Source: an optimization exercise on an open RTL-to-GDS flow (aim: small area, a short achievable clock period and few clock cycles per item). Production flows keep margins and buffers that such runs may drop. RTL that was checked went through simulation tests only; none was proved equivalent to the original. For run 9, only the layout was checked, not whether the RTL still works. Power figures rest on the tool's default switching activity, not on a simulated workload.

===== flow/design.v =====
`timescale 1ns/100ps
module cache_controller (
    input clock,
    input reset,
    input read,
    input write,
    input [7:0] address,
    input [7:0] writedata,
    input mem_BUSY,
    input [31:0] mem_readdata,
    output reg [7:0] readdata,
    output reg mem_read, mem_write,
    output reg BUSY,
    output reg [5:0] mem_address,
    output reg [31:0] mem_writedata
);
    reg        cache_VALID [7:0];
    reg        cache_DIRTY [7:0];
    reg [2:0]  cache_TAG   [7:0];
    reg [31:0] cache_DATA  [7:0];
    integer i;
    wire [2:0] idx = address[4:2];
    wire       req = read | write;
    wire        VALID = cache_VALID[idx];
    wire        DIRTY = cache_DIRTY[idx];
    wire [2:0]  TAG   = cache_TAG[idx];
    wire [31:0] DATA  = cache_DATA[idx];
    wire        HIT   = VALID && (TAG == address[7:5]);
    reg st_rd, st_wb, done;
    wire idle = !(st_rd | st_wb | done);
    reg  [2:0] lidx;
    reg  [1:0] bsel;
    reg        wbyte;
    reg  [7:0]  cache_byte, mem_byte;
    always @(*) begin
        case (address[1:0])
            2'd0: begin cache_byte = DATA[7:0];   mem_byte = mem_readdata[7:0];   end
            2'd1: begin cache_byte = DATA[15:8];  mem_byte = mem_readdata[15:8];  end
            2'd2: begin cache_byte = DATA[23:16]; mem_byte = mem_readdata[23:16]; end
            default: begin cache_byte = DATA[31:24]; mem_byte = mem_readdata[31:24]; end
        endcase
    end
    wire miss_clean = idle && req && !HIT && !DIRTY;
    wire miss_dirty = idle && req && !HIT && DIRTY;
    wire rd_next = miss_clean | (st_wb & !mem_BUSY) | (st_rd & mem_BUSY);
    wire wb_next = miss_dirty | (st_wb & mem_BUSY);
    always @(posedge clock or posedge reset) begin
        if (reset) begin
            st_rd <= 1'b0;
            st_wb <= 1'b0;
            done  <= 1'b0;
        end else begin
            st_rd <= rd_next;
            st_wb <= wb_next;
            done  <= (idle & req & HIT) | (st_rd & !mem_BUSY);
        end
    end
    always @(posedge clock) begin
        mem_read  <= !reset & rd_next;
        mem_write <= !reset & wb_next;
    end
    always @(posedge clock) begin
        BUSY <= st_rd ? mem_BUSY : !(idle & HIT);
        readdata <= st_rd ? mem_byte : cache_byte;
        mem_writedata <= DATA;
        lidx <= idx;
        bsel <= address[1:0];
        wbyte <= write & ((idle & req & HIT) | (st_rd & !mem_BUSY));
        mem_address[2:0] <= idx;
        mem_address[5:3] <= ((idle & DIRTY) | (st_wb & mem_BUSY)) ? TAG : address[7:5];
    end
    always @(posedge clock) begin
        if (reset) begin
            for (i = 0; i < 8; i = i + 1) begin
                cache_VALID[i] <= 1'b0;
                cache_DIRTY[i] <= 1'b0;
            end
        end else if (st_rd) begin
            cache_VALID[lidx] <= 1'b1;
            cache_DIRTY[lidx] <= 1'b0;
            cache_TAG[lidx]   <= address[7:5];
        end else if (wbyte) begin
            cache_DIRTY[lidx] <= 1'b1;
        end
    end
    always @(posedge clock) begin
        if (st_rd) begin
            cache_DATA[lidx] <= mem_readdata;
        end else if (wbyte) begin
            case (bsel)
                2'd0: cache_DATA[lidx][7:0]   <= writedata;
                2'd1: cache_DATA[lidx][15:8]  <= writedata;
                2'd2: cache_DATA[lidx][23:16] <= writedata;
                default: cache_DATA[lidx][31:24] <= writedata;
            endcase
        end
    end
endmodule

===== flow/flow/run.sh =====
#!/bin/bash
# Standard layout, with the ports buffered by a small plain buffer instead of
# the delay cell buffer_ports picks by default.
cp standard.sh standard_sh_copy.log
export BUFFER_PORTS_ARGS="-buffer_cell sky130_fd_sc_hd__buf_2"
bash standard.sh > standard.log 2>&1

===== flow/standard.sh =====
#!/bin/bash
# synth_recipe.tcl (not shown) runs the flow's synth.tcl, then flattens the netlist and writes it again
# the make line also repeats each setting of config.mk as NAME=value (left out here)
make -C /OpenROAD-flow-scripts/flow DESIGN_CONFIG=/design/flow/config.mk WORK_HOME=/design/flow/orfs CLKGATE_MAP_FILE= SYNTH_SCRIPT=/design/flow/synth_recipe.tcl "${@:-finish}"

===== flow/config.mk =====
export PLATFORM = sky130hd
export DESIGN_NAME = cache_controller
export DESIGN_NICKNAME = cache_controller
export VERILOG_FILES = /design/flow/design.v
export SDC_FILE = /design/flow/constraint.sdc
export NUM_CORES = 4
export LEC_CHECK = 0
export CAP_MARGIN = 20
export CORE_MARGIN = 2
export CORE_UTILIZATION = 60
export CTS_BUF_LIST = sky130_fd_sc_hd__clkbuf_8
export CTS_CLUSTER_DIAMETER = 50
export CTS_CLUSTER_SIZE = 15
export PLACE_DENSITY = 0.75
export SETUP_SLACK_MARGIN = 3.72
export SLEW_MARGIN = 20

===== flow/constraint.sdc =====
create_clock -name core_clock -period 6.0 [get_ports {clock}]
set_input_delay 1.2000 -clock core_clock [delete_from_list [all_inputs] [get_ports {clock}]]
set_output_delay 1.2000 -clock core_clock [all_outputs]
set_load 0.01 [all_outputs]

==> flow_summary.yaml, run 1 <==
critical_path:
  crit_fanout: 8
  critPathSlowestCell: "nor2_1"
  arrival_ns: 2.53
  crit_required_ns: 6.22
  crit_family: "simple AND/OR/NAND/NOR gates"
  start_kind: "register"
  path_buf_inv: 2
  crit_chain: "buf_4 > buf_4 > nand3b_1 > nor2_1"
  crit_top_cell: "buf_4"
  critPathKind: "reg2reg"
  critPathCaptureType: "register"
  cpPeakStageDelay_ns: 0.88
cells_and_area:
  drive_gt1_frac: 0.4256
  final_area_um2: 15730
  fillerInstances: 1411
  area_delta_synth_final_pct: 14.20
  regArea_um2: 9976
  nets: 889
  multi_input_area_um2: 3660
timing:
  fin_crit_ns: 2.308
  fmax_mhz: 433.2
  maxSlewViolCount: 0
  worst_pin_slew_ns: 0.9842
  finalHoldViolCount: 0
  skew_ns: 0.01973
  setup_tns_ns: 0
  relSlewSlack: 0.3415
  setup_violations: 0
  rsz0062_at_grt: "true"
  period_share: 0.3847
drt:
  drt.antenna.violating_nets: 0
  drc_errors: 0
  wl_per_cell_um: 27.20
  first_pass_iters: 5
  viasPerCell: 6.317
  routed_wl_um: 31170
  drt_iter0_drc: 699
  num_vias: 7239
die:
  core_um2: 22570
  die_area_um2: 24190
  die_h_um: 155.5
  ios: 102
  initial_core_util: 0.6103
  rows: 55
  die_x_um: 155.5
job:
  maxCapViolCount: 0
placed_design:
  port_buffers: 101
  place_hpwl_um: 20310
  gp_congestion: 0.8864
  postPlaceCellArea_um2: 14450
synth:
  synthCells: 718
  ys_seq_area_frac: 0.7204
  syn_nets: 771
  synth_cell_types: 40
  synth_seq_cells: 351
  netlist_area_um2: 13780
  syn_area_per_cell_um2: 19.19
  yosys_warnings: 1
pwr:
  ir_drop_mv: 0.2051
  power_density_nw_per_um2: 321.7
  p_leak_nw: 5.469
cts:
  clk_latency_ns: 0.60
  cts_made_buffers: 30
  cts_buffer_depth: 3
  cts.sinks: 351
  cts_root_buf: "clkbuf_8"
  cts_tree: "yes"
  cts_max_level: 1
  clk_pin_slew_ns: 0.09
grt:
  antenna_found_initial: 0
  track_usage: 0.2608
  grt_pass1_vias: 7245
  grt_max_degree: 37
  grt_pass1_wl_um: 45380
  grt-ovfl-total: 0
outcome:
  status: "timing/DRC/antenna clean"
hold_path:
  hp-class: "reg2reg"
-- final timing paths --
path	slack (ns)	endpoint	start	depth (start not counted)
max	3.69	cache_DATA[5][4]$_DFFE_PP_	lidx[1]$_DFF_P_	4
max in group asynchronous	5.14	done$_DFF_PP0_	reset	2
max reg2reg	3.69	cache_DATA[5][4]$_DFFE_PP_	lidx[1]$_DFF_P_	4
min	0.47	cache_VALID[7]$_DFF_P_	cache_VALID[7]$_DFF_P_	1
min reg2reg	0.47	cache_VALID[7]$_DFF_P_	cache_VALID[7]$_DFF_P_	1
min in group asynchronous	0.63	st_rd$_DFF_PP0_	reset	2
-- cell usage in the layout (no fill, tap or decap), types with 4 or more instances in the layout --
cell type	count
a21o_1	9
a31oi_1	4
buf_12	5
buf_16	7
buf_2	71
buf_4	13
buf_6	25
clkbuf_8	35
clkinv_2	5
dfxtp_1	33
dfxtp_2	20
dfxtp_4	7
edfxtp_1	288
inv_1	19
mux2_2	62
mux2i_1	17
mux4_2	77
nand2_1	17
nor2_1	56
nor2_2	10
o21ai_0	12
o311ai_1	7
or4_1	7
-- synthesized netlist by cell type --
cell      count  area [um^2]
mux2_4        1        15.01
o22ai_1       2        12.51
o21ai_0      12        60.06
dfxtp_1      60         1201
or3_1         1        6.260
a31oi_1       4        25.02
nand3_1       2        10.01
nor4_4        1        21.27
inv_1         9        33.78
and2_1        1        6.260
nor3_1        2        10.01
buf_12        3        60.06
buf_6         2        22.52
edfxtp_1    288         8648
mux2i_1      21        210.2
and3_1        3        18.77
a21oi_1       3        15.01
a21o_1        9        67.56
buf_2        12        60.06
or3b_2        2        17.52
o311ai_1      7        61.31
dfrtp_1       3        75.07
o31ai_1       2        15.01
nor2_1       66        247.7
mux2_2       63        709.4
nor2b_1       3        18.77
buf_1         3        11.26
or4_1         7        52.55
buf_4         6        45.04
mux4_2       75         1689
a31o_1        2        17.52
nand3b_1      3        22.52
clkbuf_1     12        45.04
nand2_1      17        63.81
o22ai_2       1        12.51
o311ai_2      1        16.27
xnor2_1       3        26.28
clkinv_1      1        3.750
o41ai_2       1        16.27
mux4_1        4        105.1
-- final cells by class --
cell class / count / area share
clock inverters: 21 / 0.008192
well taps: 285 / 0.02267
diodes: 1 / 0.0001591
multi-input cells: 319 / 0.2326
repair buffers: 124 / 0.06896
clock buffers: 35 / 0.03062
flip-flops and latches: 351 / 0.6341
inverters: 10 / 0.002625
-- flip-flops by register name, summed over array words and instances, names as in the netlist, 2 cells and up --
register,flops
readdata,8
lidx,2
cache_TAG,24
mem_writedata,32
bsel,2
cache_VALID,8
mem_address,4
cache_DIRTY,8
cache_DATA,256
-- layer usage --
layer	vias up	part of all wire	global-route usage
met5	-	0	0
met4	0	0.028	0.08475
met3	55	0.094	0.06769
met2	373	0.49	0.4121
met1	3702	0.39	0.3622
li1	3109	-	-
-- per-stage QoR --
step | utilization | cells | total power [W] | hold WS [ns] | worst slack, ns
5_1_grt | 0.6968 | 1145 | 0.005235 | 0.4949 | 3.652
3_3_place_gp | 0.6401 | 1072 | 0.003617 | 0.4321 | 2.066
4_1_cts | 0.6852 | 1135 | 0.005040 | 0.4681 | 3.684
6_report | 0.6970 | 1146 | 0.005061 | 0.4701 | 3.692
2_1_floorplan | - | 718 | 0.003376 | 0.4252 | 3.124
3_5_place_dp | 0.6401 | 1072 | 0.003646 | 0.4391 | 2.056
-- report_power, final --
part           switching, W  internal, W  total (W)
clock              0.000775     0.000585    0.00136
combinational      0.000455     0.000319   0.000774
sequential        0.0000760      0.00285    0.00293
total               0.00131      0.00376    0.00506
-- cells by family after synthesis --
family                 synth area share
flip-flops                       0.7204
AND/OR/NAND/NOR                 0.03597
XOR/XNOR                       0.001908
AO/OA/AOI/OAI                   0.02316
multiplexers                     0.1981
buffers and inverters           0.02044
-- worst register-to-register path, stage by stage, from the launching register on --
cell and delay (ns):
dfxtp_4 0.36, buf_4 0.14, buf_4 0.14, nand3b_1 0.43, nor2_1 0.88
-- timing repair --
| action | in CTS | in global routing |
|---|---|---|
| hold buffers | 0 | 0 |
| gates resized for setup | 79 | 36 |
| endpoints found under the setup margin | 139 | 314 |
| gates cloned | 2 | 2 |
| setup buffers | 5 | 8 |
| hold endpoints to repair | 0 | 0 |
| pin swaps | 1 | 0 |
Testbench counts, summed over its fixed seeds: cycles 16,144, requests 4,800.
==> run 2: changes to the inputs <==
--- a/flow/config.mk
+++ b/flow/config.mk
@@ -13,4 +13,4 @@
 export CTS_CLUSTER_SIZE = 15
 export PLACE_DENSITY = 0.75
-export SETUP_SLACK_MARGIN = 3.72
+export SETUP_SLACK_MARGIN = 3.65
 export SLEW_MARGIN = 20
==> flow_summary.yaml, run 2 <==
outcome:
  status: "timing/DRC/antenna clean"
timing:
  skew_ns: 0.01936
  fmax_mhz: 429.4
  finalHoldViolCount: 0
  relSlewSlack: 0.2621
  fin_crit_ns: 2.329
  setup_violations: 0
  holdWs_ns: 0.4726
  setup_tns_ns: 0
  rsz0062_at_grt: "true"
  maxSlewViolCount: 0
  worst_pin_slew_ns: 1.103
  period_share: 0.3881
synth:
  synth_seq_cells: 351
  synthTopCellsByCount: "edfxtp_1, mux4_2, nor2_1"
  ys_seq_area_frac: 0.7204
  yosysMostFrequentCell: "edfxtp_1"
  synth_top_area_share: 0.6278
  synth_edf_count: 288
  netlist_area_um2: 13780
  async_flop_share: 0.008547
  syn_nets: 771
  synthCells: 718
  ys.flop_type: "edfxtp_1"
  yosys_warnings: 1
  synth_top_cells_by_area: "edfxtp_1, mux4_2, dfxtp_1, mux2_2, nor2_1"
  synth_cell_types: 40
  yosysTopAreaCell: "edfxtp_1"
  syn_area_per_cell_um2: 19.19
placed_design:
  postPlaceCellArea_um2: 14450
  dp.cells: 1072
  gp_congestion: 0.8864
  place_hpwl_um: 20310
  port_buffers: 101
cts:
  clk_pin_slew_ns: 0.09
  cts_max_level: 1
  cts_tree: "yes"
  cts_buffer_depth: 3
  cts.sinks: 351
  cts_root_buf: "clkbuf_8"
  clk_latency_ns: 0.60
  cts_made_buffers: 30
grt:
  grt-ovfl-total: 0
  grt_pass1_wl_um: 45220
  track_usage: 0.2596
  grt_pass1_vias: 7190
  grt_max_degree: 37
  antenna_found_initial: 0
critical_path:
  crit_chain: "buf_16 > buf_4 > mux2i_1 > mux4_2 > xnor2_2 > nor4_4 > buf_4 > o31ai_1"
  start_kind: "input port"
  critPathSlowestCell: "mux4_2"
  path_buf_inv: 3
  crit_family: "multiplexers"
  crit_required_ns: 6.48
  crit_fanout: 13
  arrival_ns: 2.81
  cpPeakStageDelay_ns: 0.52
  critPathKind: "in2reg"
  critPathCaptureType: "register"
  crit_top_cell: "buf_4"
drt:
  wl_per_cell_um: 26.83
  m1WireLength_um: 12100
  met3_length_um: 2804
  route.top_layer_used: "met4"
  first_pass_iters: 5
  drt_iter0_drc: 762
  viasPerCell: 6.292
  routed_wl_um: 30730
  drt.antenna.violating_nets: 0
  drc_errors: 0
  num_vias: 7204
  met2WireLength_um: 15040
cells_and_area:
  drive_gt1_frac: 0.3895
  regMostFlops: "cache_DATA"
  final_area_um2: 15440
  layout_common_cells: "edfxtp_1, buf_2, mux4_2"
  antenna_cells: 0
  largest_reg_flops: 256
  area_delta_synth_final_pct: 12.08
  reg_top3: "cache_DATA (256), mem_writedata (32), cache_TAG (24)"
  fin_cells: 1145
  final_common_cell: "edfxtp_1"
  nets: 889
pwr:
  ir_drop_mv: 0.2084
  p_leak_nw: 5.397
  power_density_nw_per_um2: 323.1
die:
  core_um2: 22570
  die_h_um: 155.5
  ios: 102
  die_x_um: 155.5
  rows: 55
  die_area_um2: 24190
  initial_core_util: 0.6103
hold_path:
  hp-class: "reg2reg"
job:
  maxCapViolCount: 0
## run 2: cell count changes in the layout (fill, tap and decap cells not counted), sizes merged
| cell | delta |
|---|---|
| diode | -1 |
| bufbuf | +1 |
| clkbuf | -1 |
## run 2: per-stage QoR
step                      setup slack (ns)    util  total power [W]
after floorplan                      3.124       -         0.003376
after global placement               2.066  0.6401         0.003617
after detailed placement             2.056  0.6401         0.003646
after CTS                            3.656  0.6762         0.004993
after global routing                 3.618  0.6840         0.005165
final                                3.671  0.6840         0.004988
## run 2: worst paths after layout
kind                                   startpoint                    endpoint  slack [ns]  depth (start not counted)
max                                    address[2]             st_wb$_DFF_PP0_        3.67                          8
min                        cache_VALID[0]$_DFF_P_      cache_VALID[0]$_DFF_P_        0.47                          1
max reg2reg                       lidx[1]$_DFF_P_  cache_DATA[4][5]$_DFFE_PP_        3.68                          3
min reg2reg                cache_VALID[0]$_DFF_P_      cache_VALID[0]$_DFF_P_        0.47                          1
max in group asynchronous                   reset              done$_DFF_PP0_        5.15                          2
min in group asynchronous                   reset             st_wb$_DFF_PP0_        0.62                          2
## run 2: final cells by class
class	count	area, um^2
fillers	1458	7132
inverters	10	41.29
multi-input cells	319	3607
clock inverters	21	128.9
flip-flops and latches	351	9946
clock buffers	35	481.7
repair buffers	124	878.3
well taps	285	356.6
## run 2: kinds of logic after synthesis
family / after synthesis / share of synthesized area
flops: 351 / 0.7204
mux: 164 / 0.1981
simple gates: 108 / 0.03597
buf+inv: 48 / 0.02044
compound gates: 44 / 0.02316
xor+xnor: 3 / 0.001908
## run 2: per-layer routing
layer / vias to the layer above / GRT usage
met4: 0 / 0.07383
met2: 360 / 0.4149
li1: 3098 / -
met5: - / 0
met1: 3696 / 0.3642
met3: 50 / 0.06323
## run 2: repair_timing
item	4_1_cts	5_1_grt
gates resized for setup	35	12
endpoints found under the setup margin	60	172
setup buffers	4	9
pin swaps	1	0
hold buffers	0	0
gates cloned	2	1
## run 2: worst reg2reg max path, delay by kind of cell, from the launching register on
family	cells	cell delay (ns)
and+or+nand+nor	2	1.46
DFF	1	0.35
buffers and inverters	1	0.14
## run 2: where the power goes
part	switching (W)	leakage (nW)	internal, W	total [W]
combinational	0.000444	1.88	0.000276	0.000719
clock	0.000770	0.353	0.000585	0.00136
sequential	0.0000683	3.16	0.00285	0.00291
total	0.00128	5.40	0.00371	0.00499
==> run 3: changes to the inputs <==
--- a/flow/config.mk
+++ b/flow/config.mk
@@ -8,9 +8,9 @@
 export CAP_MARGIN = 20
 export CORE_MARGIN = 2
-export CORE_UTILIZATION = 60
+export CORE_UTILIZATION = 70
 export CTS_BUF_LIST = sky130_fd_sc_hd__clkbuf_8
 export CTS_CLUSTER_DIAMETER = 50
 export CTS_CLUSTER_SIZE = 15
-export PLACE_DENSITY = 0.75
+export PLACE_DENSITY = 0.85
 export SETUP_SLACK_MARGIN = 3.65
 export SLEW_MARGIN = 20
==> flow_summary.yaml, run 3 <==
synth:
  netlist_area_um2: 13780
  synth_edf_count: 288
  synth_top_area_share: 0.6278
  yosysTopAreaCell: "edfxtp_1"
  synth_top_cells_by_area: "edfxtp_1, mux4_2, dfxtp_1, mux2_2, nor2_1"
  synthCells: 718
  synth_seq_cells: 351
  yosys_warnings: 1
  async_flop_share: 0.008547
  synthTopCellsByCount: "edfxtp_1, mux4_2, nor2_1"
  ys.flop_type: "edfxtp_1"
  ys_seq_area_frac: 0.7204
  syn_nets: 771
  syn_area_per_cell_um2: 19.19
  yosysMostFrequentCell: "edfxtp_1"
  synth_cell_types: 40
timing:
  skew_ns: 0.02525
  setup_tns_ns: 0
  period_share: 0.3921
  rsz0062_at_grt: "false"
  worst_pin_slew_ns: 1.049
  finalHoldViolCount: 0
  fmax_mhz: 425.0
  fin_crit_ns: 2.353
  maxSlewViolCount: 0
  relSlewSlack: 0.2982
  worst_slack_ns: 3.647
  setup_violations: 0
drt:
  drt.antenna.violating_nets: 0
  viasPerCell: 6.651
  routed_wl_um: 31010
  drt_iter0_drc: 944
  first_pass_iters: 8
  drc_errors: 0
  num_vias: 7422
  wl_per_cell_um: 27.79
placed_design:
  port_buffers: 101
  place_ws_ns: 2.124
  gp_congestion: 0.8669
  place_hpwl_um: 19730
critical_path:
  start_kind: "input port"
  critPathCaptureType: "register"
  crit_required_ns: 6.47
  arrival_ns: 2.82
  critPathKind: "in2reg"
  crit_fanout: 10
cells_and_area:
  final_common_cell: "edfxtp_1"
  fillerInstances: 1041
  reg_top3: "cache_DATA (256), mem_writedata (32), cache_TAG (24)"
  drive_gt1_frac: 0.3702
  antenna_cells: 0
  fin_util: 0.7910
  regMostFlops: "cache_DATA"
  layout_common_cells: "edfxtp_1, buf_2, mux4_2"
  largest_reg_flops: 256
  nets: 882
  area_delta_synth_final_pct: 11.39
die:
  initial_core_util: 0.7101
  die_h_um: 144.3
  die_x_um: 144.3
  die_area_um2: 20820
  core_um2: 19400
  rows: 51
  ios: 102
cts:
  cts_root_buf: "clkbuf_8"
  cts_max_level: 1
  cts_tree: "yes"
  cts_made_buffers: 29
  cts_hold_buf: 0
  cts.sinks: 351
  clk_pin_slew_ns: 0.09
  cts_buffer_depth: 3
  clk_latency_ns: 0.59
pwr:
  ir_drop_mv: 0.2997
  p_leak_nw: 5.384
  power_density_nw_per_um2: 316.7
hold_path:
  hp-class: "reg2reg"
grt:
  grt_pass1_vias: 7380
  grt-ovfl-total: 0
  grt_pass1_wl_um: 45040
  grt_max_degree: 42
  track_usage: 0.3052
  antenna_found_initial: 0
outcome:
  status: "timing/DRC/antenna clean"
job:
  maxCapViolCount: 0
run 3: worst paths after layout:
path | start | endpoint | slack [ns] | depth (start not counted)
setup / recovery | address[4] | st_rd$_DFF_PP0_ | 3.65 | 7
min in group asynchronous | reset | st_rd$_DFF_PP0_ | 0.63 | 2
hold / removal | cache_VALID[6]$_DFF_P_ | cache_VALID[6]$_DFF_P_ | 0.46 | 1
setup reg to reg | st_rd$_DFF_PP0_ | cache_DATA[5][24]$_DFFE_PP_ | 3.73 | 4
hold reg to reg | cache_VALID[6]$_DFF_P_ | cache_VALID[6]$_DFF_P_ | 0.46 | 1
max in group asynchronous | reset | st_wb$_DFF_PP0_ | 5.14 | 2
run 3: area by class of cell:
type	instances	area, um^2	area share
Inverter	10	41.29	0.002691
Tap cell	265	331.6	0.02161
Clock inverter	24	115.1	0.007502
Multi-Input combinational cell	319	3600	0.2346
Sequential cell	351	9940	0.6478
Clock buffer	29	399.1	0.02601
Timing Repair Buffer	118	918.4	0.05985
run 3: kinds of logic (layout without fill, tap and decap cells):
group,after synthesis,count (layout),share of synthesized area
xor+xnor,3,3,0.001908
mux,164,164,0.1981
simple gates,108,108,0.03597
flops,351,351,0.7204
compound gates,44,44,0.02316
buf+inv,48,181,0.02044
run 3: metrics by stage:
step / instance area (um^2) / power [W] / hold slack [ns] / cells
final: 15340 / 0.004860 / 0.4642 / 1116
after global routing: 15340 / 0.005009 / 0.4912 / 1116
after floorplan: 13800 / 0.003376 / 0.4252 / 718
after global placement: 14420 / 0.003604 / 0.4303 / 1051
after detailed placement: 14420 / 0.003638 / 0.4427 / 1051
after CTS: 15230 / 0.004834 / 0.4644 / 1111
run 3: metal layers:
metal  vias up  GRT usage  wire (um)
met2       510     0.5039      15550
met3        64    0.05762       3318
li1       3090          -          -
met1      3758     0.4295      11350
met5         -          0          0
met4         0    0.08482        788
run 3: repair_timing:
action                                  in CTS  in global routing
endpoints found under the setup margin      55                 35
gates cloned                                 4                  2
pin swaps                                    1                  0
buffers inserted                             3                  3
resized for setup                           33                 10
run 3: worst max-delay path, stage by stage:
cell and delay [ns]:
clkbuf_4 0.20, buf_12 0.18, mux4_2 0.56, xnor2_2 0.19, nor4_4 0.06, buf_4 0.17, o31ai_1 0.27
run 3: power by group:
| part | switching (W) | internal [W] | leakage [nW] |
|---|---|---|---|
| sequential | 0.0000674 | 0.00284 | 3.16 |
| combinational | 0.000445 | 0.000279 | 1.90 |
| clock | 0.000762 | 0.000463 | 0.320 |
| total | 0.00127 | 0.00359 | 5.38 |
==> run 4: changes to the inputs <==
==> flow/flow/run.sh (replaced) <==
#!/bin/bash
# Standard layout, with the ports buffered by the smallest plain buffer instead of
# the delay cell buffer_ports picks by default.
cp standard.sh standard_sh_copy.log
export BUFFER_PORTS_ARGS="-buffer_cell sky130_fd_sc_hd__buf_1"
bash standard.sh > standard.log 2>&1
--- a/flow/config.mk
+++ b/flow/config.mk
@@ -8,9 +8,9 @@
 export CAP_MARGIN = 20
 export CORE_MARGIN = 2
-export CORE_UTILIZATION = 70
+export CORE_UTILIZATION = 60
 export CTS_BUF_LIST = sky130_fd_sc_hd__clkbuf_8
 export CTS_CLUSTER_DIAMETER = 50
 export CTS_CLUSTER_SIZE = 15
-export PLACE_DENSITY = 0.85
-export SETUP_SLACK_MARGIN = 3.65
+export PLACE_DENSITY = 0.75
+export SETUP_SLACK_MARGIN = 3.75
 export SLEW_MARGIN = 20
==> flow_summary.yaml, run 4 <==
grt:
  track_usage: 0.2663
  grt_pass1_wl_um: 46450
  antenna_found_initial: 0
  grt_pass1_vias: 7475
  grt-ovfl-total: 0
  grt_max_degree: 37
placed_design:
  place_hpwl_um: 20310
  port_buffers: 101
  gp_congestion: 0.7982
die:
  die_area_um2: 24190
  die_h_um: 155.5
  die_x_um: 155.5
  initial_core_util: 0.6103
  rows: 55
  ios: 102
  core_um2: 22570
critical_path:
  critPathSlowestCell: "mux4_2"
  crit_family: "multiplexers"
  crit_required_ns: 6.49
  cp.depth: 6
  arrival_ns: 2.78
  cpPeakStageDelay_ns: 0.50
  crit_fanout: 8
  path_buf_inv: 1
  critPathKind: "in2reg"
  critPathCaptureType: "register"
  crit-reg2reg-launch: "st_rd$_DFF_PP0_"
  crit_chain: "clkbuf_16 > mux4_2 > mux2_4 > o311ai_4 > a21oi_2 > a31o_1"
  r2r_setup_slack_ns: 3.73
  rr_worst_depth: 4
  start_kind: "input port"
  worst_r2r_endpoint: "cache_DATA[2][5]$_DFFE_PP_"
pwr:
  total_power_w: 0.005140
  power_frac_seq: 0.569
  power_frac_comb: 0.155
  p_leak_nw: 5.403
  p_int_w: 0.003806
  power_frac_clock: 0.276
  swShare: 0.2594
  ir_drop_mv: 0.2261
  p_switching_w: 0.001333
  power_density_nw_per_um2: 325.2
timing:
  fin_crit_ns: 2.291
  setup_violations: 0
  finalHoldViolCount: 0
  relSlewSlack: 0.3110
  holdWs_ns: 0.4602
  skew_ns: 0.02061
  worst_pin_slew_ns: 1.030
  period_share: 0.3819
  maxSlewViolCount: 0
  rsz0062_at_grt: "true"
  setup_tns_ns: 0
  fmax_mhz: 436.4
synth:
  synth_cell_types: 40
  ys.flop_type: "edfxtp_1"
  synth_top_area_share: 0.6278
  netlist_area_um2: 13780
  synthCells: 718
  yosysMostFrequentCell: "edfxtp_1"
  synth-xor-area-share: 0.001907
  synth_edf_count: 288
  synth_top_family_by_area: "multiplexers"
  synthTopCellsByCount: "edfxtp_1, mux4_2, nor2_1"
  async_flop_share: 0.008547
  yosys.area_share.simple: 0.03597
  synthAdderAreaFrac: 0
  syn_nets: 771
  synth_top_cells_by_area: "edfxtp_1, mux4_2, dfxtp_1, mux2_2, nor2_1"
  yosys_warnings: 1
  yosysTopAreaCell: "edfxtp_1"
  synth_compound_gate_area_share: 0.02316
  synth_seq_cells: 351
  syn_area_per_cell_um2: 19.19
  synthMuxAreaShare: 0.1981
  ys_seq_area_frac: 0.7204
drt:
  num_vias: 7429
  drt.antenna.violating_nets: 0
  drt_iter0_drc: 632
  wl_per_cell_um: 28.05
  routed_wl_um: 32090
  viasPerCell: 6.494
  drc_errors: 0
  first_pass_iters: 5
cts:
  cts_hold_buf: 0
  cts_made_buffers: 30
  cts_buffer_depth: 3
  cts.sinks: 351
  clk_latency_ns: 0.59
  cts_root_buf: "clkbuf_8"
  cts_tree: "yes"
  clk_pin_slew_ns: 0.10
  cts_max_level: 1
cells_and_area:
  area_delta_synth_final_pct: 14.73
  final_common_cell: "edfxtp_1"
  layout_common_cells: "edfxtp_1, mux4_2, mux2_2"
  regMostFlops: "cache_DATA"
  nets: 888
  drive_gt1_frac: 0.3842
  largest_reg_flops: 256
  reg_top3: "cache_DATA (256), mem_writedata (32), cache_TAG (24)"
  antenna_cells: 0
outcome:
  status: "timing/DRC/antenna clean"
hold_path:
  min_delay_worst_endpoint: "cache_VALID[2]$_DFF_P_"
  hp-start: "cache_VALID[2]$_DFF_P_"
  hold_path_depth: 1
  hp-class: "reg2reg"
job:
  maxCapViolCount: 0
## run 4: changes by cell type in the layout (fill, tap and decap cells not counted), sizes merged
cell	before	now
clkbuf	32	36
bufinv	0	3
inv	26	24
bufbuf	2	1
buf	113	117
clkinv	5	7
clkinvlp	3	1
## run 4: final cells by class
type	instances	area (um^2)
inverters	10	42.54
repair buffers	123	1077
flip-flops and latches	351	9980
fillers	1376	6766
clock buffers	31	426.7
clock inverters	25	201.4
multi-input cells	319	3721
well taps	285	356.6
## run 4: through the flow
step	cell area, um^2	utilization	instances	setup WS, ns
floorplan	13800	-	718	3.124
global placement	14340	0.6351	1073	2.117
detailed placement	14340	0.6351	1073	2.044
CTS	15620	0.6919	1140	3.700
global route	15810	0.7002	1144	3.666
finish	15810	0.7002	1144	3.709
## run 4: routing by layer
layer / vias to the layer above / global-route usage / routed length, um
met5: - / 0 / 0
met4: 0 / 0.09087 / 1169
met3: 78 / 0.05460 / 3030
met2: 415 / 0.4168 / 15250
met1: 3829 / 0.3825 / 12640
li1: 3107 / - / -
## run 4: logic make-up after synthesis
logic type      Yosys count
compound gates           44
xor+xnor                  3
buf+inv                  48
flops                   351
mux                     164
simple gates            108
## run 4: how the worst max path moves through the flow
stage,slack (ns),startpoint,to
global placement,2.12,address[2],readdata[4]$_DFF_P_
finish,3.71,address[2],readdata[7]$_DFF_P_
CTS,3.70,address[2],readdata[1]$_DFF_P_
floorplan,3.12,address[2],readdata[7]$_DFF_P_
detailed placement,2.04,address[2],readdata[1]$_DFF_P_
global route,3.67,st_rd$_DFF_PP0_,cache_DATA[6][13]$_DFFE_PP_
## run 4: timing repair
| item | 4_1_cts | 5_1_grt |
|---|---|---|
| setup buffers | 6 | 2 |
| gates cloned | 5 | 2 |
| pin swaps | 1 | 3 |
| resized for setup | 158 | 34 |
| setup endpoints to repair | 368 | 321 |
## run 4: worst reg2reg max path, stage by stage (launching register included)
cell and delay [ns]:
dfrtp_1 0.37, buf_4 0.26, nor2b_1 0.41, and3_2 0.48, mux2_2 0.47
## run 4: power groups by stage
stage	clock network, W	logic, W	registers, W
after detailed placement	0	0.000660	0.00297
after global placement	0	0.000642	0.00296
after floorplan	0	0.000410	0.00297
final	0.00142	0.000797	0.00293
after CTS	0.00142	0.000763	0.00292
after global routing	0.00151	0.000846	0.00294
==> run 5: changes to the inputs <==
--- a/flow/config.mk
+++ b/flow/config.mk
@@ -13,4 +13,4 @@
 export CTS_CLUSTER_SIZE = 15
 export PLACE_DENSITY = 0.75
-export SETUP_SLACK_MARGIN = 3.75
+export SETUP_SLACK_MARGIN = 3.65
 export SLEW_MARGIN = 20
==> flow_summary.yaml, run 5 <==
synth:
  synth_seq_cells: 351
  netlist_area_um2: 13780
  synth_cell_types: 40
  yosys.area_share.simple: 0.03597
  ys_seq_area_frac: 0.7204
  synthMuxAreaShare: 0.1981
  ys.flop_type: "edfxtp_1"
  synthCells: 718
  yosysTopAreaCell: "edfxtp_1"
  synth_top_area_share: 0.6278
  synthTopCellsByCount: "edfxtp_1, mux4_2, nor2_1"
  yosysMostFrequentCell: "edfxtp_1"
  yosys_warnings: 1
  syn_nets: 771
  synth_top_family_by_area: "multiplexers"
  synthAdderAreaFrac: 0
  synth-xor-area-share: 0.001907
  syn_area_per_cell_um2: 19.19
  synth_edf_count: 288
  synth_top_cells_by_area: "edfxtp_1, mux4_2, dfxtp_1, mux2_2, nor2_1"
  synth_compound_gate_area_share: 0.02316
  async_flop_share: 0.008547
hold_path:
  hp-start: "cache_VALID[2]$_DFF_P_"
  hp-class: "reg2reg"
die:
  initial_core_util: 0.6103
  rows: 55
  die_area_um2: 24190
  die_x_um: 155.5
  die_h_um: 155.5
  ios: 102
  core_um2: 22570
pwr:
  p_switching_w: 0.001310
  power_frac_clock: 0.292
  ir_drop_mv: 0.1925
  p_leak_nw: 5.181
  power_frac_seq: 0.568
  power_frac_comb: 0.140
  p_int_w: 0.003812
  swShare: 0.2558
  power_density_nw_per_um2: 332.5
timing:
  relSlewSlack: 0.2748
  maxSlewViolCount: 0
  setup_violations: 0
  skew_ns: 0.02115
  fin_crit_ns: 2.330
  fmax_mhz: 429.2
  period_share: 0.3884
  worst_pin_slew_ns: 1.084
  setup_tns_ns: 0
  rsz0062_at_grt: "false"
  finalHoldViolCount: 0
cts:
  cts_tree: "yes"
  clk_pin_slew_ns: 0.09
  cts_buffer_depth: 3
  cts_hold_buf: 0
  cts_max_level: 1
  cts_made_buffers: 31
  clk_latency_ns: 0.60
  cts_root_buf: "clkbuf_8"
  cts.sinks: 351
grt:
  track_usage: 0.2570
  grt_max_degree: 43
  antenna_found_initial: 0
  grt-ovfl-total: 0
  grt_pass1_vias: 7295
  grt_pass1_wl_um: 44910
cells_and_area:
  multi_input_area_um2: 3660
  antenna_cells: 0
  reg_top3: "cache_DATA (256), mem_writedata (32), cache_TAG (24)"
  final_common_cell: "edfxtp_1"
  fin_cells: 1141
  nets: 885
  area_delta_synth_final_pct: 11.84
  final_area_um2: 15410
  layout_common_cells: "edfxtp_1, buf_1, mux4_2"
  drive_gt1_frac: 0.2897
  regMostFlops: "cache_DATA"
  fillerInstances: 1430
  largest_reg_flops: 256
  regArea_um2: 9945
critical_path:
  crit_family: "flip-flops"
  arrival_ns: 1.13
  crit_fanout: 6
  crit-reg2reg-launch: "lidx[1]$_DFF_P_"
  critPathSlowestCell: "dfxtp_4"
  critPathKind: "reg2out"
  crit_chain: "buf_2"
  startpoint: "lidx[1]$_DFF_P_"
  critPathCaptureType: "output port"
  crit_required_ns: 4.80
  start_kind: "register"
  path_buf_inv: 1
  cpPeakStageDelay_ns: 0.40
outcome:
  status: "timing/DRC/antenna clean"
placed_design:
  port_buffers: 101
  dp.cells: 1072
  place_hpwl_um: 19940
  gp_congestion: 0.8422
  postPlaceCellArea_um2: 14340
drt:
  drt_iter0_drc: 642
  wl_per_cell_um: 27.41
  first_pass_iters: 5
  drc_errors: 0
  drt.antenna.violating_nets: 0
  routed_wl_um: 31280
  num_vias: 7319
  viasPerCell: 6.415
job:
  maxCapViolCount: 0
==> run 5: cell counts after synthesis <==
Identical to the previous run, type by type.
==> run 5: timing repair <==
| action | in CTS | in global routing |
|---|---|---|
| pin swaps | 1 | 2 |
| resized for setup | 35 | 24 |
| gates cloned | 3 | 2 |
| hold endpoints to repair | 0 | 0 |
| setup buffers | 3 | 4 |
| setup endpoints to repair | 117 | 244 |
==> run 5: kinds of logic after synthesis <==
group	Yosys count
AO/OA/AOI/OAI	44
XOR/XNOR	3
buffers and inverters	48
flip-flops	351
multiplexers	164
AND/OR/NAND/NOR	108
==> run 5: area by class of cell <==
class	instances	share of cell area
Clock buffer	34	0.03037
Clock inverter	23	0.01446
Inverter	10	0.002680
Multi-Input combinational cell	319	0.2375
Sequential cell	351	0.6454
Tap cell	285	0.02314
Timing Repair Buffer	119	0.04637
==> run 5: routing by layer <==
metal	up-vias	track usage	wire length (um)
met4	0	0.07776	797
met2	437	0.4067	15110
met5	-	0	0
li1	3099	-	-
met3	53	0.05460	3269
met1	3730	0.3683	12100
==> run 5: power groups by stage <==
stage	registers (W)	clock network (W)	logic, W
finish	0.00291	0.00150	0.000715
global route	0.00293	0.00160	0.000760
CTS	0.00291	0.00151	0.000685
detailed placement	0.00296	0	0.000661
global placement	0.00295	0	0.000642
floorplan	0.00297	0	0.000410
==> run 5: final timing paths <==
| kind | cells past startpoint | to | slack, ns |
|---|---|---|---|
| setup / recovery | 1 | mem_address[1] | 3.67 |
| min in group asynchronous | 2 | done$_DFF_PP0_ | 0.67 |
| max in group asynchronous | 2 | st_rd$_DFF_PP0_ | 5.08 |
| hold / removal | 1 | cache_VALID[2]$_DFF_P_ | 0.46 |
| setup reg to reg | 3 | cache_DATA[0][2]$_DFFE_PP_ | 3.74 |
| hold reg to reg | 1 | cache_VALID[2]$_DFF_P_ | 0.46 |
==> run 5: through the flow <==
step / worst slack, ns / power [W] / util / hold slack, ns
2_1_floorplan: 3.124 / 0.003376 / - / 0.4252
3_3_place_gp: 2.191 / 0.003594 / 0.6353 / 0.4304
3_5_place_dp: 2.167 / 0.003623 / 0.6353 / 0.4426
4_1_cts: 3.639 / 0.005103 / 0.6754 / 0.4626
5_1_grt: 3.632 / 0.005288 / 0.6826 / 0.4686
6_report: 3.670 / 0.005122 / 0.6826 / 0.4625
==> run 6: changes to the inputs <==
--- a/flow/config.mk
+++ b/flow/config.mk
@@ -12,4 +12,5 @@
 export CTS_CLUSTER_DIAMETER = 50
 export CTS_CLUSTER_SIZE = 15
+export GPL_ROUTABILITY_DRIVEN = 0
 export PLACE_DENSITY = 0.75
 export SETUP_SLACK_MARGIN = 3.65
==> flow_summary.yaml, run 6 <==
cts:
  cts_buffer_depth: 3
  cts_tree: "yes"
  cts_hold_buf: 0
  cts_made_buffers: 31
  cts_max_level: 1
  clk_latency_ns: 0.60
  cts.sinks: 351
  clk_pin_slew_ns: 0.09
  cts_root_buf: "clkbuf_8"
synth:
  async_flop_share: 0.008547
  yosysMostFrequentCell: "edfxtp_1"
  netlist_area_um2: 13780
  syn_area_per_cell_um2: 19.19
  synthTopCellsByCount: "edfxtp_1, mux4_2, nor2_1"
  yosysTopAreaCell: "edfxtp_1"
  ys.flop_type: "edfxtp_1"
  ys_seq_area_frac: 0.7204
  synth_edf_count: 288
  synth_top_area_share: 0.6278
  synth_seq_cells: 351
  synth_cell_types: 40
  syn_nets: 771
  synthCells: 718
  yosys_warnings: 1
  synth_top_cells_by_area: "edfxtp_1, mux4_2, dfxtp_1, mux2_2, nor2_1"
placed_design:
  port_buffers: 101
  place_ws_ns: 2.167
  place_hpwl_um: 19940
die:
  initial_core_util: 0.6103
  ios: 102
  rows: 55
  die_h_um: 155.5
  die_x_um: 155.5
  die_area_um2: 24190
  core_um2: 22570
pwr:
  total_power_w: 0.005122
  p_leak_nw: 5.181
  ir_drop_mv: 0.1925
  power_density_nw_per_um2: 332.5
hold_path:
  hp-class: "reg2reg"
  hold_path_depth: 1
  min_delay_worst_endpoint: "cache_VALID[2]$_DFF_P_"
  hp-start: "cache_VALID[2]$_DFF_P_"
timing:
  setup_violations: 0
  worst_pin_slew_ns: 1.084
  rsz0062_at_grt: "false"
  setup_tns_ns: 0
  fin_crit_ns: 2.330
  finalHoldViolCount: 0
  skew_ns: 0.02115
  period_share: 0.3884
  relSlewSlack: 0.2748
  fmax_mhz: 429.2
  worst_slack_ns: 3.670
  maxSlewViolCount: 0
drt:
  first_pass_iters: 5
  wl_per_cell_um: 27.41
  drc_errors: 0
  viasPerCell: 6.415
  drt_iter0_drc: 642
  num_vias: 7319
  routed_wl_um: 31280
  drt.antenna.violating_nets: 0
grt:
  grt_pass1_vias: 7295
  track_usage: 0.2570
  grt_pass1_wl_um: 44910
  antenna_found_initial: 0
  grt-ovfl-total: 0
  grt_max_degree: 43
critical_path:
  crit_family: "flip-flops"
  critPathSlowestCell: "dfxtp_4"
  arrival_ns: 1.13
  crit_chain: "buf_2"
  crit_fanout: 6
  critPathKind: "reg2out"
  start_kind: "register"
  critPathCaptureType: "output port"
  crit_required_ns: 4.80
  r2r_setup_slack_ns: 3.74
  rr_worst_depth: 3
  path_buf_inv: 1
  cpPeakStageDelay_ns: 0.40
  crit-reg2reg-launch: "lidx[1]$_DFF_P_"
  worst_r2r_endpoint: "cache_DATA[0][2]$_DFFE_PP_"
cells_and_area:
  nets: 885
  fillerInstances: 1430
  layout_common_cells: "edfxtp_1, buf_1, mux4_2"
  fin_util: 0.6826
  final_common_cell: "edfxtp_1"
  reg_top3: "cache_DATA (256), mem_writedata (32), cache_TAG (24)"
  antenna_cells: 0
  drive_gt1_frac: 0.2897
  area_delta_synth_final_pct: 11.84
  regMostFlops: "cache_DATA"
  largest_reg_flops: 256
job:
  maxCapViolCount: 0
outcome:
  status: "timing/DRC/antenna clean"
## run 6: worst register-to-register path: stages (launching register included)
cell,delay (ns)
dfxtp_4,0.38
buf_4,0.15
or3_1,0.53
nor2_1,0.83
## run 6: per-layer routing
metal	up-vias	wire, um	global-route usage
li1	3099	-	-
met1	3730	12100	0.3683
met2	437	15110	0.4067
met3	53	3269	0.05460
met4	0	797	0.07776
met5	-	0	0
## run 6: worst max-delay path by stage
stage,startpoint,to,slack [ns],depth (start not counted)
6_report,lidx[1]$_DFF_P_,mem_address[1],3.67,1
5_1_grt,address[2],readdata[2]$_DFF_P_,3.63,6
4_1_cts,st_rd$_DFF_PP0_,cache_DATA[6][10]$_DFFE_PP_,3.64,4
3_5_place_dp,address[3],readdata[3]$_DFF_P_,2.17,7
3_3_place_gp,address[3],readdata[7]$_DFF_P_,2.19,7
2_1_floorplan,address[2],readdata[7]$_DFF_P_,3.12,8
## run 6: cells by family after synthesis
kind of cell              count (synthesis)  share of synthesized area
AOI/OAI and AO/OA                        44                    0.02316
and+or+nand+nor                         108                    0.03597
xor gates and xnor gates                  3                   0.001908
DFF                                     351                     0.7204
muxes                                   164                     0.1981
buffers and inverters                    48                    0.02044
## run 6: cell type report
class	instances	area [um^2]	area share
clock buffer	34	467.9	0.03037
clock inverter	23	222.7	0.01446
inverter	10	41.29	0.002680
multi-input combinational	319	3660	0.2375
sequential	351	9945	0.6454
tap	285	356.6	0.02314
timing repair buffer	119	714.4	0.04637
## run 6: report_power, final
part,internal (W),switching (W)
sequential,0.00284,0.0000661
combinational,0.000260,0.000455
clock,0.000707,0.000790
## run 6: through the flow
| stage | area, um^2 | hold slack (ns) | std cells |
|---|---|---|---|
| global route | 15410 | 0.4686 | 1141 |
| global placement | 14340 | 0.4304 | 1072 |
| CTS | 15250 | 0.4626 | 1135 |
| finish | 15410 | 0.4625 | 1141 |
| floorplan | 13800 | 0.4252 | 718 |
| detailed placement | 14340 | 0.4426 | 1072 |
## run 6: timing repair
item,CTS,global route
setup endpoints to repair,117,244
cloned,3,2
resized for setup,35,24
buffers inserted,3,4
pin swaps,1,2
==> run 7: changes to the inputs <==
--- a/flow/config.mk
+++ b/flow/config.mk
@@ -6,5 +6,5 @@
 export NUM_CORES = 4
 export LEC_CHECK = 0
-export CAP_MARGIN = 20
+export CAP_MARGIN = 40
 export CORE_MARGIN = 2
 export CORE_UTILIZATION = 60
@@ -12,6 +12,5 @@
 export CTS_CLUSTER_DIAMETER = 50
 export CTS_CLUSTER_SIZE = 15
-export GPL_ROUTABILITY_DRIVEN = 0
 export PLACE_DENSITY = 0.75
 export SETUP_SLACK_MARGIN = 3.65
-export SLEW_MARGIN = 20
+export SLEW_MARGIN = 60
==> flow_summary.yaml, run 7 <==
outcome:
  status: "timing/DRC/antenna clean"
die:
  rows: 55
  ios: 102
  initial_core_util: 0.6103
  core_um2: 22570
  die_h_um: 155.5
  die_x_um: 155.5
  die_area_um2: 24190
synth:
  netlist_area_um2: 13780
  synthTopCellsByCount: "edfxtp_1, mux4_2, nor2_1"
  synth_cell_types: 40
  syn_area_per_cell_um2: 19.19
  synth_edf_count: 288
  synthCells: 718
  ys_seq_area_frac: 0.7204
  ys.flop_type: "edfxtp_1"
  synth_top_area_share: 0.6278
  synth_top_cells_by_area: "edfxtp_1, mux4_2, dfxtp_1, mux2_2, nor2_1"
  yosysTopAreaCell: "edfxtp_1"
  synth_seq_cells: 351
  syn_nets: 771
  yosys_warnings: 1
  yosysMostFrequentCell: "edfxtp_1"
  async_flop_share: 0.008547
grt:
  grt_pass1_wl_um: 45330
  track_usage: 0.2592
  grt_pass1_vias: 7228
  antenna_found_initial: 0
  grt_max_degree: 43
  grt-ovfl-total: 0
timing:
  maxSlewViolCount: 0
  setup_tns_ns: 0
  rsz0062_at_grt: "true"
  worst_pin_slew_ns: 0.5757
  relSlewSlack: 0.6121
  period_share: 0.3860
  fmax_mhz: 431.8
  finalHoldViolCount: 0
  skew_ns: 0.01946
  setup_violations: 0
  fin_crit_ns: 2.316
cells_and_area:
  drive_gt1_frac: 0.3453
  nets: 892
  fillerInstances: 1404
  multi_input_area_um2: 3911
  fin_cells: 1149
  reg_top3: "cache_DATA (256), mem_writedata (32), cache_TAG (24)"
  regMostFlops: "cache_DATA"
  largest_reg_flops: 256
  final_common_cell: "edfxtp_1"
  regArea_um2: 9948
  layout_common_cells: "edfxtp_1, buf_1, mux4_2"
  area_delta_synth_final_pct: 13.72
job:
  maxCapViolCount: 0
placed_design:
  dp.cells: 1073
  gp_congestion: 0.8422
  place_hpwl_um: 20120
  port_buffers: 101
pwr:
  power_density_nw_per_um2: 327.7
  ir_drop_mv: 0.2067
  p_leak_nw: 5.209
critical_path:
  cpPeakStageDelay_ns: 0.35
  crit_chain: "buf_1"
  arrival_ns: 1.12
  crit_required_ns: 4.80
  crit_fanout: 1
  path_buf_inv: 1
  start_kind: "register"
  critPathCaptureType: "output port"
  crit_family: "flip-flops"
  critPathSlowestCell: "dfxtp_1"
  critPathKind: "reg2out"
cts:
  clk_pin_slew_ns: 0.09
  cts_buffer_depth: 3
  cts_root_buf: "clkbuf_8"
  clk_latency_ns: 0.60
  cts_made_buffers: 30
  cts_tree: "yes"
  cts_max_level: 1
  cts.sinks: 351
hold_path:
  hp-class: "reg2reg"
drt:
  drt.antenna.violating_nets: 0
  num_vias: 7334
  first_pass_iters: 5
  drc_errors: 0
  drt_iter0_drc: 722
  wl_per_cell_um: 27.42
  viasPerCell: 6.383
  routed_wl_um: 31500
[run 7: cell counts after synthesis]
No cell type changed its count.
[run 7: path summary, 6_finish.rpt]
check,start,depth (start not counted),slack [ns],to
worst max-delay path,mem_writedata[22]$_DFF_P_,1,3.68,mem_writedata[22]
worst min-delay path,cache_VALID[7]$_DFF_P_,1,0.47,cache_VALID[7]$_DFF_P_
worst max register to register,wbyte$_DFF_P_,3,3.79,cache_DATA[5][10]$_DFFE_PP_
worst min register to register,cache_VALID[7]$_DFF_P_,1,0.47,cache_VALID[7]$_DFF_P_
max in group asynchronous,reset,2,5.09,done$_DFF_PP0_
min in group asynchronous,reset,2,0.64,st_rd$_DFF_PP0_
[run 7: cells by family (layout without fill, tap and decap cells)]
group                     after synthesis  in the layout  synth area share
AOI/OAI and AO/OA                      44             44           0.02316
xor gates and xnor gates                3              3          0.001908
buffers and inverters                  48            193           0.02044
DFF                                   351            351            0.7204
muxes                                 164            164            0.1981
other                                   0              1                 0
and+or+nand+nor                       108            108           0.03597
[run 7: area by class of cell]
type | count | area share
inverter | 10 | 0.002396
clock inverter | 23 | 0.01166
timing repair buffer | 127 | 0.04936
multi-input combinational | 319 | 0.2497
sequential | 351 | 0.6350
antenna | 1 | 0.0001597
tap | 285 | 0.02276
clock buffer | 33 | 0.02899
[run 7: power by group]
| part | internal (W) | leakage, nW | switching, W |
|---|---|---|---|
| sequential | 0.00284 | 3.17 | 0.0000666 |
| clock | 0.000644 | 0.367 | 0.000773 |
| combinational | 0.000291 | 1.68 | 0.000516 |
[run 7: metal layers]
| layer | vias up | global-route usage | part of all wire |
|---|---|---|---|
| met5 | - | 0 | 0 |
| met4 | 0 | 0.05985 | 0.020 |
| met3 | 43 | 0.04373 | 0.093 |
| met2 | 397 | 0.4237 | 0.49 |
| met1 | 3780 | 0.3752 | 0.39 |
| li1 | 3114 | - | - |
[run 7: what timing repair did]
action                                  4_1_cts  5_1_grt
cloned                                        3        2
endpoints found under the setup margin       40       30
gates resized for setup                      24       27
hold buffers                                  0        0
pin swaps                                     2        3
buffers inserted                              4        6
[run 7: per-stage QoR]
step / hold slack, ns / cell area, um^2 / total power, W / utilization / setup slack [ns]
after floorplan: 0.4252 / 13800 / 0.003376 / - / 3.124
after global placement: 0.4304 / 14340 / 0.003594 / 0.6353 / 2.191
after detailed placement: 0.4434 / 14530 / 0.003678 / 0.6438 / 2.496
after CTS: 0.4644 / 15360 / 0.005079 / 0.6805 / 3.650
after global routing: 0.4713 / 15660 / 0.005299 / 0.6940 / 3.631
final: 0.4678 / 15670 / 0.005134 / 0.6941 / 3.684
==> run 8: changes to the inputs <==
==> flow/config.mk (replaced) <==
export PLATFORM = sky130hd
export DESIGN_NAME = cache_controller
export DESIGN_NICKNAME = cache_controller
export VERILOG_FILES = /design/flow/design.v
export SDC_FILE = /design/flow/constraint.sdc
export NUM_CORES = 4
export LEC_CHECK = 0
export CAP_MARGIN = 20
export CORE_MARGIN = 2
export CORE_UTILIZATION = 60
export CTS_BUF_LIST = sky130_fd_sc_hd__clkbuf_16
export CTS_CLUSTER_DIAMETER = 60
export CTS_CLUSTER_SIZE = 25
export PLACE_DENSITY = 0.75
export SETUP_SLACK_MARGIN = 3.65
export SLEW_MARGIN = 20
==> flow_summary.yaml, run 8 <==
outcome:
  status: "timing/DRC/antenna clean"
synth:
  ys.flop_type: "edfxtp_1"
  syn_nets: 771
  synth_seq_cells: 351
  async_flop_share: 0.008547
  synth_cell_types: 40
  syn_area_per_cell_um2: 19.19
  yosysMostFrequentCell: "edfxtp_1"
  ys_seq_area_frac: 0.7204
  yosys_warnings: 1
  synthCells: 718
  synth_top_area_share: 0.6278
  synth_edf_count: 288
  synthTopCellsByCount: "edfxtp_1, mux4_2, nor2_1"
  netlist_area_um2: 13780
  yosysTopAreaCell: "edfxtp_1"
  synth_top_cells_by_area: "edfxtp_1, mux4_2, dfxtp_1, mux2_2, nor2_1"
critical_path:
  rr_worst_depth: 2
  cpPeakStageDelay_ns: 0.50
  startpoint: "address[2]"
  arrival_ns: 2.77
  crit_fanout: 6
  worst_r2r_endpoint: "cache_DATA[2][16]$_DFFE_PP_"
  crit_end: "readdata[7]$_DFF_P_"
  crit_chain: "clkbuf_8 > mux4_2 > mux2_4 > o311ai_4 > a21oi_1 > a31o_1"
  critPathSlowestCell: "mux4_2"
  r2r_setup_slack_ns: 3.75
  start_kind: "input port"
  crit-reg2reg-launch: "lidx[1]$_DFF_P_"
  crit_required_ns: 6.43
  critPathKind: "in2reg"
  critPathCaptureType: "register"
die:
  ios: 102
  die_x_um: 155.5
  die_h_um: 155.5
  die_area_um2: 24190
  initial_core_util: 0.6103
  core_um2: 22570
  rows: 55
hold_path:
  hp-class: "reg2reg"
pwr:
  power_frac_comb: 0.138
  power_frac_clock: 0.293
  p_leak_nw: 5.102
  swShare: 0.2564
  p_switching_w: 0.001313
  ir_drop_mv: 0.2170
  power_frac_seq: 0.569
  power_density_nw_per_um2: 333.5
  p_int_w: 0.003808
drt:
  first_pass_iters: 5
  wl_per_cell_um: 27.68
  drc_errors: 0
  drt.antenna.violating_nets: 0
  viasPerCell: 6.432
  drt_iter0_drc: 813
  num_vias: 7185
  routed_wl_um: 30920
cts:
  cts_made_buffers: 20
  cts_root_buf: "clkbuf_16"
  clk_pin_slew_ns: 0.09
  cts_buffer_depth: 3
  clk_latency_ns: 0.53
  cts_tree: "yes"
  cts.sinks: 351
  cts_max_level: 1
cells_and_area:
  layout_common_cells: "edfxtp_1, buf_1, mux4_2"
  final_area_um2: 15350
  nets: 871
  antenna_cells: 0
  regArea_um2: 9931
  fin_cells: 1117
  fillerInstances: 1434
  largest_reg_flops: 256
  drive_gt1_frac: 0.2560
  regMostFlops: "cache_DATA"
  fin_util: 0.6803
  multi_input_area_um2: 3657
  reg_top3: "cache_DATA (256), mem_writedata (32), cache_TAG (24)"
  area_delta_synth_final_pct: 11.46
  final_common_cell: "edfxtp_1"
timing:
  fmax_mhz: 426.5
  relSlewSlack: 0.2699
  holdWs_ns: 0.4615
  period_share: 0.3908
  fin_crit_ns: 2.345
  skew_ns: 0.02367
  setup_tns_ns: 0
  worst_pin_slew_ns: 1.091
  rsz0062_at_grt: "true"
  finalHoldViolCount: 0
  setup_violations: 0
  maxSlewViolCount: 0
placed_design:
  port_buffers: 101
  dp.cells: 1072
  gp_congestion: 0.8422
  place_hpwl_um: 19940
  postPlaceCellArea_um2: 14340
grt:
  antenna_found_initial: 0
  grt_pass1_wl_um: 45750
  grt_pass1_vias: 7229
  track_usage: 0.2620
  grt_max_degree: 37
  grt-ovfl-total: 0
job:
  maxCapViolCount: 0
run 8: cells by family (layout without fill, tap and decap cells):
kind of cell    count (synthesis)  after routing  share of synthesized area
buf+inv                        48            162                    0.02044
mux                           164            164                     0.1981
flops                         351            351                     0.7204
xor+xnor                        3              3                   0.001908
simple gates                  108            108                    0.03597
compound gates                 44             44                    0.02316
run 8: area by class of cell:
type	count	area share
Clock buffer	21	0.03422
Clock inverter	15	0.008964
Inverter	10	0.002934
Multi-Input combinational cell	319	0.2382
Sequential cell	351	0.6468
Tap cell	285	0.02322
Timing Repair Buffer	116	0.04571
run 8: worst min path at each step:
| stage | from | end | cells after the start |
|---|---|---|---|
| after floorplan | cache_VALID[2]$_DFF_P_ | cache_VALID[2]$_DFF_P_ | 1 |
| after global placement | cache_VALID[5]$_DFF_P_ | cache_VALID[5]$_DFF_P_ | 1 |
| after detailed placement | cache_VALID[2]$_DFF_P_ | cache_VALID[2]$_DFF_P_ | 1 |
| after CTS | cache_VALID[2]$_DFF_P_ | cache_VALID[2]$_DFF_P_ | 1 |
| after global routing | cache_VALID[2]$_DFF_P_ | cache_VALID[2]$_DFF_P_ | 1 |
| final | cache_VALID[7]$_DFF_P_ | cache_VALID[7]$_DFF_P_ | 1 |
run 8: stage by stage:
stage                     setup slack, ns  power [W]
after floorplan                     3.124   0.003376
after global placement              2.191   0.003594
after detailed placement            2.167   0.003623
after CTS                           3.626   0.005110
after global routing                3.599   0.005272
final                               3.655   0.005121
run 8: worst max-delay path: cells and delay by family:
| kind | cells | cell delay (ns) |
|---|---|---|
| mux | 2 | 0.81 |
| compound gates | 3 | 0.58 |
| buf+inv | 1 | 0.17 |
run 8: power groups by stage:
stage | logic, W | clock network [W] | registers (W)
6_report | 0.000707 | 0.00150 | 0.00291
4_1_cts | 0.000696 | 0.00150 | 0.00291
5_1_grt | 0.000752 | 0.00159 | 0.00293
3_5_place_dp | 0.000661 | 0 | 0.00296
3_3_place_gp | 0.000642 | 0 | 0.00295
2_1_floorplan | 0.000410 | 0 | 0.00297
run 8: what timing repair did:
item	CTS	global route
gates cloned	5	0
hold buffers	0	0
pin swaps	2	1
resized for setup	28	12
buffers inserted	4	0
endpoints found under the setup margin	124	207
run 8: per-layer routing:
| metal | vias to the layer above | track usage | wire [um] | part of all wire |
|---|---|---|---|---|
| li1 | 3066 | - | - | - |
| met1 | 3678 | 0.3834 | 12190 | 0.39 |
| met2 | 384 | 0.4208 | 14870 | 0.48 |
| met3 | 57 | 0.04318 | 3009 | 0.097 |
| met4 | 0 | 0.06903 | 847 | 0.027 |
| met5 | - | 0 | 0 | 0 |
==> run 9: changes to the inputs <==
--- a/flow/design.v
+++ b/flow/design.v
@@ -22,8 +22,17 @@
     wire [2:0] idx = address[4:2];
     wire       req = read | write;
-    wire        VALID = cache_VALID[idx];
-    wire        DIRTY = cache_DIRTY[idx];
-    wire [2:0]  TAG   = cache_TAG[idx];
-    wire [31:0] DATA  = cache_DATA[idx];
+    wire [7:0] line_oh = 8'd1 << idx;
+    wire [3:0] byte_oh = 4'd1 << address[1:0];
+    wire [8*37-1:0] lines;
+    genvar g;
+    generate
+        for (g = 0; g < 8; g = g + 1) begin : g_line
+            assign lines[37*g +: 37] = {cache_VALID[g], cache_DIRTY[g], cache_TAG[g], cache_DATA[g]};
+        end
+    endgenerate
+    wire        VALID, DIRTY;
+    wire [2:0]  TAG;
+    wire [31:0] DATA;
+    cache_sel #(.N(8), .W(37)) u_line (.sel(line_oh), .in(lines), .out({VALID, DIRTY, TAG, DATA}));
     wire        HIT   = VALID && (TAG == address[7:5]);
     reg st_rd, st_wb, done;
@@ -32,13 +41,7 @@
     reg  [1:0] bsel;
     reg        wbyte;
-    reg  [7:0]  cache_byte, mem_byte;
-    always @(*) begin
-        case (address[1:0])
-            2'd0: begin cache_byte = DATA[7:0];   mem_byte = mem_readdata[7:0];   end
-            2'd1: begin cache_byte = DATA[15:8];  mem_byte = mem_readdata[15:8];  end
-            2'd2: begin cache_byte = DATA[23:16]; mem_byte = mem_readdata[23:16]; end
-            default: begin cache_byte = DATA[31:24]; mem_byte = mem_readdata[31:24]; end
-        endcase
-    end
+    wire [7:0] cache_byte, mem_byte;
+    cache_sel #(.N(4), .W(8)) u_cbyte (.sel(byte_oh), .in(DATA), .out(cache_byte));
+    cache_sel #(.N(4), .W(8)) u_mbyte (.sel(byte_oh), .in(mem_readdata), .out(mem_byte));
     wire miss_clean = idle && req && !HIT && !DIRTY;
     wire miss_dirty = idle && req && !HIT && DIRTY;
@@ -97,2 +100,14 @@
     end
 endmodule
+module cache_sel #(parameter N = 8, parameter W = 32) (
+    input  [N-1:0]   sel,
+    input  [N*W-1:0] in,
+    output reg [W-1:0] out
+);
+    integer k;
+    always @(*) begin
+        out = {W{1'b0}};
+        for (k = 0; k < N; k = k + 1)
+            out = out | ({W{sel[k]}} & in[W*k +: W]);
+    end
+endmodule
--- a/flow/config.mk
+++ b/flow/config.mk
@@ -9,8 +9,10 @@
 export CORE_MARGIN = 2
 export CORE_UTILIZATION = 60
-export CTS_BUF_LIST = sky130_fd_sc_hd__clkbuf_16
-export CTS_CLUSTER_DIAMETER = 60
-export CTS_CLUSTER_SIZE = 25
+export CTS_BUF_LIST = sky130_fd_sc_hd__clkbuf_8
+export CTS_CLUSTER_DIAMETER = 50
+export CTS_CLUSTER_SIZE = 15
 export PLACE_DENSITY = 0.75
 export SETUP_SLACK_MARGIN = 3.65
 export SLEW_MARGIN = 20
+export SYNTH_HIERARCHICAL = 1
+export SYNTH_MINIMUM_KEEP_SIZE = 0
==> flow_summary.yaml, run 9 <==
grt:
  antenna_found_initial: 0
  grt_max_degree: 38
  grt_pass1_vias: 7901
  track_usage: 0.2877
  grt-ovfl-total: 0
  grt_pass1_wl_um: 49220
synth:
  synthTopCellsByCount: "edfxtp_1, a22oi_1, dfxtp_1"
  synth-xor-area-share: 0.001975
  synth_top_area_share: 0.6502
  synth_compound_gate_area_share: 0.1206
  ys_seq_area_frac: 0.7461
  yosysTopAreaCell: "edfxtp_1"
  ys.flop_type: "edfxtp_1"
  yosysMostFrequentCell: "edfxtp_1"
  yosys_warnings: 9
  synth_edf_count: 288
  synthCells: 802
  async_flop_share: 0.008547
  synth_seq_cells: 351
  yosys.area_share.simple: 0.05484
  synthAdderAreaFrac: 0
  syn_nets: 855
  netlist_area_um2: 13300
  synthMuxAreaShare: 0.03716
  synth_cell_types: 41
  synth_top_cells_by_area: "edfxtp_1, a22oi_1, dfxtp_1, mux2_2, buf_6"
  syn_area_per_cell_um2: 16.59
  synth_top_family_by_area: "compound AO/OA/AOI/OAI gates"
placed_design:
  port_buffers: 101
  gp_congestion: 0.8617
  place_hpwl_um: 19670
cells_and_area:
  largest_reg_flops: 256
  layout_common_cells: "edfxtp_1, a22oi_1, buf_1"
  fillerInstances: 1371
  nets: 1005
  final_common_cell: "edfxtp_1"
  area_delta_synth_final_pct: 16.41
  regArea_um2: 9938
  antenna_cells: 0
  fin_util: 0.7096
  drive_gt1_frac: 0.2828
  regMostFlops: "cache_DATA"
  multi_input_area_um2: 3373
  reg_top3: "cache_DATA (256), mem_writedata (32), cache_TAG (24)"
cts:
  cts_tree: "yes"
  cts_made_buffers: 30
  cts_buffer_depth: 3
  clk_latency_ns: 0.61
  cts_max_level: 1
  cts.sinks: 351
  cts_hold_buf: 0
  cts_root_buf: "clkbuf_8"
  clk_pin_slew_ns: 0.09
timing:
  rsz0062_at_grt: "true"
  fmax_mhz: 418.4
  period_share: 0.3983
  relSlewSlack: 0.2635
  worst_pin_slew_ns: 1.100
  skew_ns: 0.02105
  finalHoldViolCount: 0
  setup_tns_ns: 0
  fin_crit_ns: 2.390
  maxSlewViolCount: 0
  setup_violations: 0
critical_path:
  start_kind: "input port"
  crit_chain: "buf_16 > nor3b_4 > buf_12 > buf_12 > a22oi_2 > nand4_1 > a22oi_2 > nand2_1 > mux2_2"
  crit_required_ns: 6.50
  critPathCaptureType: "register"
  r2r_setup_slack_ns: 3.77
  crit_fanout: 8
  critPathKind: "in2reg"
  cpPeakStageDelay_ns: 0.35
  critPathSlowestCell: "a22oi_2"
  arrival_ns: 2.89
drt:
  drc_errors: 0
  viasPerCell: 6.654
  num_vias: 8358
  routed_wl_um: 35660
  wl_per_cell_um: 28.39
  first_pass_iters: 6
  drt.antenna.violating_nets: 0
  drt_iter0_drc: 1046
job:
  maxCapViolCount: 0
pwr:
  ir_drop_mv: 0.2787
  power_density_nw_per_um2: 317.1
  p_leak_nw: 5.090
die:
  die_x_um: 152.9
  die_area_um2: 23380
  initial_core_util: 0.6095
  die_h_um: 152.9
  rows: 54
  ios: 102
  core_um2: 21820
outcome:
  status: "timing/DRC/antenna clean"
hold_path:
  hp-class: "reg2reg"
## run 9: changes by cell type in the layout (fill, tap and decap cells not counted), sizes merged, moves of 16 or more
cell	change
a22oi	+180
mux4	-79
mux2i	-20
buf	+42
nand4	+39
clkbuf	+16
mux2	-21
## run 9: kinds of logic (layout without fill, tap and decap cells)
family                    Yosys count  after routing
muxes                              44             44
buffers and inverters              56            224
AOI/OAI and AO/OA                 210            210
and+or+nand+nor                   138            144
DFF                               351            351
xor gates and xnor gates            3              3
## run 9: path summary, 6_finish.rpt
kind                                               to  cells past startpoint              startpoint
max reg2reg                cache_DATA[1][9]$_DFFE_PP_                      2         st_rd$_DFF_PP0_
min in group asynchronous             st_wb$_DFF_PP0_                      2                   reset
min                            cache_VALID[3]$_DFF_P_                      1  cache_VALID[3]$_DFF_P_
min reg2reg                    cache_VALID[3]$_DFF_P_                      1  cache_VALID[3]$_DFF_P_
max                               readdata[2]$_DFF_P_                      9              address[4]
max in group asynchronous             st_rd$_DFF_PP0_                      2                   reset
## run 9: layout make-up
type	count	share of cell area
clock buffers	33	0.02933
clock inverters	23	0.007434
inverters	5	0.001212
multi-input cells	401	0.2178
flip-flops and latches	351	0.6418
well taps	280	0.02262
repair buffers	163	0.07975
## run 9: worst max-delay path: cells and delay by family
kind / cells / cell delay [ns]
and+or+nand+nor: 3 / 0.48
AOI/OAI and AO/OA: 2 / 0.50
buffers and inverters: 3 / 0.41
muxes: 1 / 0.28
## run 9: what timing repair did
action                     4_1_cts  5_1_grt
pin swaps                       22       37
setup endpoints to repair      147      342
setup buffers                   30       15
cloned                           7        7
resized for setup               68       71
## run 9: layer usage
layer / share of wire / wire length (um) / global-route usage
met4: 0.037 / 1310 / 0.1160
met1: 0.37 / 13050 / 0.3933
met2: 0.47 / 16910 / 0.4508
met5: 0 / 0 / 0
met3: 0.12 / 4392 / 0.07145
## run 9: per-stage QoR
stage	total power, W	hold WS [ns]	instance area (um^2)	cells	setup WS [ns]
floorplan	0.003310	0.4312	13400	802	3.355
finish	0.004910	0.4679	15480	1256	3.610
global route	0.005048	0.4866	15480	1256	3.607
global placement	0.003498	0.4373	13720	1141	2.384
CTS	0.004826	0.4643	14940	1234	3.581
detailed placement	0.003512	0.4431	13720	1141	2.247
## run 9: power by group
group,switching [W],internal (W)
Clock,0.000787,0.000519
Sequential,0.0000906,0.00284
Combinational,0.000438,0.000237
Total,0.00132,0.00359

## what the ideal ports hide
How much do the figures lean on ideal ports? The routed layouts below were timed once more, with nothing changed but the port constraints.
Step 1 sets driving cells, clkbuf_16 on the clock port and buf_2 on the other inputs (assumed; they add their load-dependent delay and slew).
Step 2 times the ports against the registers' clock, not the clock port: input delays grow and output delays shrink by t, the midpoint of the rising clock arrivals with the driver on.
Slacks: ideal / step 1 / step 2; pairs: ideal / step 1.
run	t (ns)	setup slack, ns
run 1	0.633	3.692 / 3.434 / 2.802
run 2	0.630	3.671 / 3.472 / 2.842
run 3	0.625	3.647 / 3.450 / 2.825
run 4	0.629	3.709 / 3.473 / 2.844
run 5	0.629	3.670 / 3.513 / 2.884
run 6	0.629	3.670 / 3.513 / 2.884
run 7	0.634	3.684 / 3.482 / 2.848
run 8	0.570	3.655 / 3.451 / 2.882
run 9	0.642	3.610 / 3.559 / 2.917
After both steps every run listed still meets setup and hold.
